Context: an optimization exercise on an open-source flow, tuned for small area. The choices shown serve that exercise and are no tape-out recipe. The RTL was checked by simulation tests, not by an equivalence proof against the original design. The clock port is modelled as an ideal driver; clocking choices that lean on that would not hold on a real chip. Power is estimated from default activity; no workload was simulated.

## cache
module cache(
    input clk,
    input reset,
    input i_fetch_valid,
    input i_rfread_valid,
    input [5:0] i_current_pc,
    input i_is_br_instr_rfread,
    input [5:0] i_target_pc,
    output logic [5:0] o_prediction_pc,
	output logic o_prediction_fastcall,
	output logic fastz_d,
	output logic fastz_dd,
	input [15:0] i_ir_rfread
);
==> flow/config.mk <==
export PLATFORM = sky130hd
export DESIGN_NAME = cache
export DESIGN_NICKNAME = cache
export VERILOG_FILES = /design/flow/design.v
export SDC_FILE = /design/flow/constraint.sdc
export NUM_CORES = 4
export LEC_CHECK = 0
export CAP_MARGIN = 20
export CORE_MARGIN = 2
export CORE_UTILIZATION = 65
export SLEW_MARGIN = 20
export SYNTH_HIERARCHICAL = 1
export SYNTH_MINIMUM_KEEP_SIZE = 0
==> flow/constraint.sdc <==
create_clock -name core_clock -period 7.0 [get_ports {clk}]
set_input_delay 1.4000 -clock core_clock [delete_from_list [all_inputs] [get_ports {clk}]]
set_output_delay 1.4000 -clock core_clock [all_outputs]
set_load 0.01 [all_outputs]
standard.sh (not shown) runs the stock make flow with config.mk's settings and CLKGATE_MAP_FILE= SYNTH_SCRIPT=/design/flow/synth_recipe.tcl, a recipe that flattens the netlist after the stock synthesis.
==> flow/flow/run.sh <==
#!/bin/bash
# Layout flow: the standard ORFS flow (standard.sh), with
#  - synthesis through flow/my_synth.tcl: synth_recipe.tcl plus an area-oriented
#    ABC script (flow/area.abc) for the logic mapping; registers are mapped by
#    the standard dfflibmap step as before;
#  - buf_1 port buffers;
#  - clock tree built from clkbuf_4 buffers, without dummy loads.
# Each tool's output goes to logs under orfs/logs (ORFS) and standard.log here.
set -e
F=$PWD/flow
EXTRA=()
[ -f "$F/extra.txt" ] && mapfile -t EXTRA < "$F/extra.txt"
bash standard.sh \
  SYNTH_SCRIPT=$F/my_synth.tcl \
  MY_ABC_SCRIPT=$F/area.abc \
  "BUFFER_PORTS_ARGS=-buffer_cell sky130_fd_sc_hd__buf_1" \
  "CTS_ARGS=-sink_clustering_enable -repair_clock_nets -dont_use_dummy_load -buf_list sky130_fd_sc_hd__clkbuf_4" \
  "${EXTRA[@]}" \
  finish > standard.log 2>&1
==> flow/flow/area.abc <==
strash
dch -f
amap
topo
==> flow/flow/my_synth.tcl <==
proc synth {args} { yosys synth -nofsm -noshare {*}$args }
proc abc {args} {
  if {[info exists ::env(MY_ABC_SCRIPT)] && $::env(MY_ABC_SCRIPT) ne ""} {
    set i [lsearch -exact $args -script]
    if {$i >= 0} { lset args [expr {$i + 1}] $::env(MY_ABC_SCRIPT) }
  }
  yosys abc {*}$args
}
source $::env(SCRIPTS_DIR)/synth.tcl
# left out here: clear keep_hierarchy, flatten, clean up, hide names made inside functions, write 1_2_yosys.v
The baseline passed the timing, DRC and antenna checks.
==> next run, changes <==
GPL_TIMING_DRIVEN = 0   (was not set)
Result:
- The new run completed without violations
- final cell count falls by 1.2%
- first-iteration DRC count falls by 28%
- die area stays the same
- non-clock buffer count falls by 6
- worst setup slack gets worse by 0.22 ns


Another version of the RTL of cache (not shown whole).
Size in the first run: roughly 110 flip-flops, ~42 I/O pins.
clock: 7.0 ns
lec_check: 0
cap_margin: 10
core_margin: 2
core_utilization: 75
gpl_timing_driven: 0
slew_margin: 5
synth_hierarchical: 1
synth_minimum_keep_size: 0
==> flow/flow/run.sh <==
#!/bin/bash
# Layout flow: the standard ORFS flow (standard.sh) with these changes:
#  - synthesis runs flow/my_synth.tcl, which is synth_recipe.tcl with the ABC
#    logic-mapping script replaced by an area-oriented one (flow/area.abc);
#    registers are mapped by the standard dfflibmap step, as before;
#  - port buffers are buf_1;
#  - the clock tree is built before CTS by flow/clock_tree.tcl when
#    PRE_CTS_TCL is given in flow/extra.txt (clkbuf leaves, one clkbuf root
#    driven by the clock port); TritonCTS is then limited to net clk, which
#    it skips, and adds no dummy loads.
# Extra make variables come one per line from flow/extra.txt (@FLOW@ is
# replaced by this flow folder). ORFS writes each step's log under
# orfs/logs; standard.sh's own output goes to standard.log here.
set -e
F=$PWD/flow
EXTRA=()
[ -f "$F/extra.txt" ] && mapfile -t EXTRA < "$F/extra.txt"
for i in "${!EXTRA[@]}"; do EXTRA[$i]=${EXTRA[$i]//@FLOW@/$F}; done
bash standard.sh \
  SYNTH_SCRIPT=$F/my_synth.tcl \
  MY_ABC_SCRIPT=$F/area.abc \
  "BUFFER_PORTS_ARGS=-buffer_cell sky130_fd_sc_hd__buf_1" \
  "CTS_ARGS=-sink_clustering_enable -repair_clock_nets -dont_use_dummy_load -buf_list sky130_fd_sc_hd__clkbuf_4" \
  "${EXTRA[@]}" \
  finish > standard.log 2>&1
==> flow/flow/clock_tree.tcl <==
# Clock tree built before CTS (PRE_CTS_TCL). The flip-flops are split by
# recursive bisection of their positions into K groups; each group gets a
# leaf buffer (CLOCK_TREE_LEAF) at its centre, and one root buffer
# (CLOCK_TREE_ROOT), the only cell the clock port drives, drives all leaves.
# K starts at ceil(sinks / CLOCK_TREE_GROUP) and grows until every leaf's
# worst sink slew, estimated with placement parasitics, is at most
# CLOCK_TREE_SLEW_PS. TritonCTS then finds the clock already buffered.
set group_max $::env(CLOCK_TREE_GROUP)
# (ORFS sources this file inside a proc, so the procs below read these
# through the global namespace)
set leaf_cell [set ::leaf_cell $::env(CLOCK_TREE_LEAF)]
set root_cell [set ::root_cell $::env(CLOCK_TREE_ROOT)]
set slew_max_ps $::env(CLOCK_TREE_SLEW_PS)
set block [ord::get_db_block]
set dbu [$block getDbUnitsPerMicron]
set clk_net [set ::clk_net [$block findNet clk]]

proc io_pins {master} {
  set in ""; set out ""
  foreach mt [$master getMTerms] {
    set sig [$mt getSigType]
    if {$sig eq "POWER" || $sig eq "GROUND"} continue
    if {[$mt getIoType] eq "OUTPUT"} { set out [$mt getName] } else { set in [$mt getName] }
  }
  return [list $in $out]
}

# insert a cell driven by net $from that drives the iterms $loads
proc add_driver {cell name net_name from loads x y} {
  set block [ord::get_db_block]
  set dbu [$block getDbUnitsPerMicron]
  set master [[ord::get_db] findMaster $cell]
  lassign [io_pins $master] in out
  set inst [odb::dbInst_create $block $master $name]
  set net [odb::dbNet_create $block $net_name]
  $net setSigType CLOCK
  foreach it $loads { $it disconnect; $it connect $net }
  [$inst findITerm $in] connect $from
  [$inst findITerm $out] connect $net
  $inst setLocation [expr {int($x * $dbu - [$master getWidth] / 2)}] [expr {int($y * $dbu)}]
  $inst setPlacementStatus PLACED
  return $inst
}

# mode 0 cuts across the wider side; modes 1 and 2 alternate, starting with
# a cut across x or across y
proc split_groups {sinks k {mode 0} {depth 0}} {
  if {$k <= 1} { return [list $sinks] }
  set xs [lmap s $sinks {lindex $s 1}]
  set ys [lmap s $sinks {lindex $s 2}]
  set w [expr {[tcl::mathfunc::max {*}$xs] - [tcl::mathfunc::min {*}$xs]}]
  set h [expr {[tcl::mathfunc::max {*}$ys] - [tcl::mathfunc::min {*}$ys]}]
  if {$mode == 0} {
    set idx [expr {$w >= $h ? 1 : 2}]
  } else {
    set idx [expr {($mode + $depth) % 2 == 1 ? 1 : 2}]
  }
  set sorted [lsort -real -index $idx $sinks]
  set k1 [expr {$k / 2}]
  set n1 [expr {int(round([llength $sorted] * double($k1) / $k))}]
  incr depth
  return [concat [split_groups [lrange $sorted 0 [expr {$n1 - 1}]] $k1 $mode $depth] \
                 [split_groups [lrange $sorted $n1 end] [expr {$k - $k1}] $mode $depth]]
}

proc build_tree {sinks k mode} {
  global leaf_cell root_cell clk_net
  set groups [split_groups $sinks $k $mode]
  set leaves {}
  set lx 0.0; set ly 0.0; set i 0
  foreach g $groups {
    set cx [expr {[tcl::mathop::+ {*}[lmap s $g {lindex $s 1}]] / [llength $g]}]
    set cy [expr {[tcl::mathop::+ {*}[lmap s $g {lindex $s 2}]] / [llength $g]}]
    set lx [expr {$lx + $cx}]; set ly [expr {$ly + $cy}]
    puts "clock_tree: leaf $i: [llength $g] sinks at [format %.1f $cx] [format %.1f $cy]"
    set inst [add_driver $leaf_cell clk_leaf_$i clk_leaf_net_$i $clk_net [lmap s $g {lindex $s 0}] $cx $cy]
    lassign [io_pins [$inst getMaster]] in out
    lappend leaves [$inst findITerm $in]
    incr i
  }
  set ng [llength $groups]
  add_driver $root_cell clk_root clk_root_net $clk_net $leaves [expr {$lx / $ng}] [expr {$ly / $ng}]
  return $ng
}

proc remove_tree {ng} {
  global clk_net
  set block [ord::get_db_block]
  for {set i 0} {$i < $ng} {incr i} {
    set net [$block findNet clk_leaf_net_$i]
    foreach it [$net getITerms] {
      if {[[$it getInst] getName] eq "clk_leaf_$i"} continue
      $it disconnect; $it connect $clk_net
    }
    odb::dbInst_destroy [$block findInst clk_leaf_$i]
    odb::dbNet_destroy $net
  }
  odb::dbInst_destroy [$block findInst clk_root]
  odb::dbNet_destroy [$block findNet clk_root_net]
}

# worst sink slew of each leaf (ps), placement parasitics
proc leaf_slews {ng} {
  estimate_parasitics -placement
  set res {}
  for {set i 0} {$i < $ng} {incr i} {
    set worst 0.0
    foreach pin [get_pins -of_objects [get_nets clk_leaf_net_$i] -filter "direction == input"] {
      foreach p {slew_max_rise slew_max_fall} {
        set s [get_property $pin $p]
        if {$s > $worst} { set worst $s }
      }
    }
    lappend res [expr {$worst * 1000}]
  }
  return $res
}

set sinks {}
foreach it [$clk_net getITerms] {
  set bb [[$it getInst] getBBox]
  lappend sinks [list $it [expr {([$bb xMin] + [$bb xMax]) / 2.0 / $dbu}] \
                          [expr {([$bb yMin] + [$bb yMax]) / 2.0 / $dbu}]]
}
set n [llength $sinks]
set k [expr {($n + $group_max - 1) / $group_max}]
set_propagated_clock [all_clocks]
while 1 {
  set best_mode -1; set best_slew 1e9
  foreach mode {0 1 2} {
    set ng [build_tree $sinks $k $mode]
    set slews [leaf_slews $ng]
    set worst [tcl::mathfunc::max {*}$slews]
    puts "clock_tree: $k leaves, grouping $mode: leaf slews (placement estimate, ps): [lmap s $slews {format %.0f $s}]"
    remove_tree $ng
    if {$worst < $best_slew} { set best_slew $worst; set best_mode $mode }
  }
  if {$best_slew <= $slew_max_ps || $k >= $n} break
  incr k
}
puts "clock_tree: $n sinks, $k leaves of $leaf_cell with grouping $best_mode, root $root_cell"
set ng [build_tree $sinks $k $best_mode]
unset_propagated_clock [all_clocks]
==> flow/flow/extra.txt <==
PRE_CTS_TCL=@FLOW@/clock_tree.tcl
CTS_ARGS=-clk_nets clk -repair_clock_nets -dont_use_dummy_load -buf_list sky130_fd_sc_hd__clkbuf_4
CLOCK_TREE_GROUP=12
CLOCK_TREE_LEAF=sky130_fd_sc_hd__buf_4
CLOCK_TREE_ROOT=sky130_fd_sc_hd__buf_4
CLOCK_TREE_SLEW_PS=108
Scripts as last shown in full above: flow/flow/area.abc
Other scripts of this flow, unchanged in this note and not shown: flow/flow/my_synth.tcl
The first run finished clean.
Next try:
--- a/flow/flow/run.sh
+++ b/flow/flow/run.sh
@@ -7,3 +7,3 @@
 #  - the clock tree is built before CTS by flow/clock_tree.tcl when
-#    PRE_CTS_TCL is given in flow/extra.txt (clkbuf leaves, one clkbuf root
+#    PRE_CTS_TCL is given in flow/extra.txt (leaf buffers, one root buffer
 #    driven by the clock port); TritonCTS is then limited to net clk, which
--- a/flow/flow/clock_tree.tcl
+++ b/flow/flow/clock_tree.tcl
@@ -6,3 +6,5 @@
 # worst sink slew, estimated with placement parasitics, is at most
-# CLOCK_TREE_SLEW_PS. TritonCTS then finds the clock already buffered.
+# CLOCK_TREE_SLEW_PS; for each K three bisection orders are tried and the
+# one with the lowest worst estimate is kept. TritonCTS then finds the clock
+# already buffered.
 set group_max $::env(CLOCK_TREE_GROUP)
Outcome: Fmax stays the same. Sequential power barely changes. Via count does not change. Sequential cell count stays the same. Final cell count does not change. Design area is unchanged. Clock skew is unchanged.
Next try:
--- a/flow/flow/run.sh
+++ b/flow/flow/run.sh
@@ -7,3 +7,3 @@
 #  - the clock tree is built before CTS by flow/clock_tree.tcl when
-#    PRE_CTS_TCL is given in flow/extra.txt (leaf buffers, one root buffer
+#    PRE_CTS_TCL is given in flow/extra.txt (clkbuf leaves, one clkbuf root
 #    driven by the clock port); TritonCTS is then limited to net clk, which
--- a/flow/flow/clock_tree.tcl
+++ b/flow/flow/clock_tree.tcl
@@ -6,5 +6,3 @@
 # worst sink slew, estimated with placement parasitics, is at most
-# CLOCK_TREE_SLEW_PS; for each K three bisection orders are tried and the
-# one with the lowest worst estimate is kept. TritonCTS then finds the clock
-# already buffered.
+# CLOCK_TREE_SLEW_PS. TritonCTS then finds the clock already buffered.
 set group_max $::env(CLOCK_TREE_GROUP)
Settings changed: CORE_UTILIZATION 75 to 80.
After rerunning: The new run went through all stages and came out clean. Wire length goes up by 9.2%. Area after synthesis does not change. Worst setup slack degrades by 130 ps. Cell area barely changes. Final cell count goes down by 0.85%. Core utilization goes up by 6.1 points.
Next try:
==> flow/flow/extra.txt (replaced) <==
PRE_CTS_TCL=@FLOW@/clock_tree.tcl
CTS_ARGS=-clk_nets clk -repair_clock_nets -dont_use_dummy_load -buf_list sky130_fd_sc_hd__clkbuf_4
CLOCK_TREE_GROUP=12
CLOCK_TREE_LEAF=sky130_fd_sc_hd__clkbuf_4
CLOCK_TREE_ROOT=sky130_fd_sc_hd__clkbuf_8
CLOCK_TREE_SLEW_PS=110
Settings changed: CORE_UTILIZATION 80 to 75.
The changed run completed with no timing, DRC or antenna violations.
Critical path depth is unchanged.
Utilization came out lower by 5.7 points.
Setup slack is better by 51 ps.

## separate check: timing with driven ports
The flow's constraints put no driver on any port. The routed layouts listed below were extracted and timed again, unchanged, in two steps.
Step 1, drivers: a clkbuf_16 drives clk and a buf_2 each remaining input, both assumed.
Step 2 moves the port delays by t, midway between the first and last clock arrival at a register: inputs arrive t later, outputs are due t later. That takes back most of the time a late clock gives input paths.
Slacks: ideal ports / drivers / drivers and shift; pairs: ideal ports / drivers.
run | t (ns) | setup slack, ns | worst hold slack (ns)
the first run of note 1 | 0.524 | 1.201 / 1.175 / 1.175 | 0.322 / 0.322 / 0.322
the second run of note 1 | 0.514 | 0.979 / 0.954 / 0.954 | 0.337 / 0.337 / 0.337
the first run of note 2 | 0.423 | 0.972 / 0.943 / 0.943 | 0.335 / 0.335 / 0.335
the second run of note 2 | 0.423 | 0.972 / 0.943 / 0.943 | 0.335 / 0.335 / 0.335
the third run of note 2 | 0.422 | 0.841 / 0.815 / 0.815 | 0.333 / 0.333 / 0.333
the fourth run of note 2 | 0.424 | 0.891 / 0.864 / 0.864 | 0.332 / 0.332 / 0.332
After both steps every run listed still meets setup and hold.
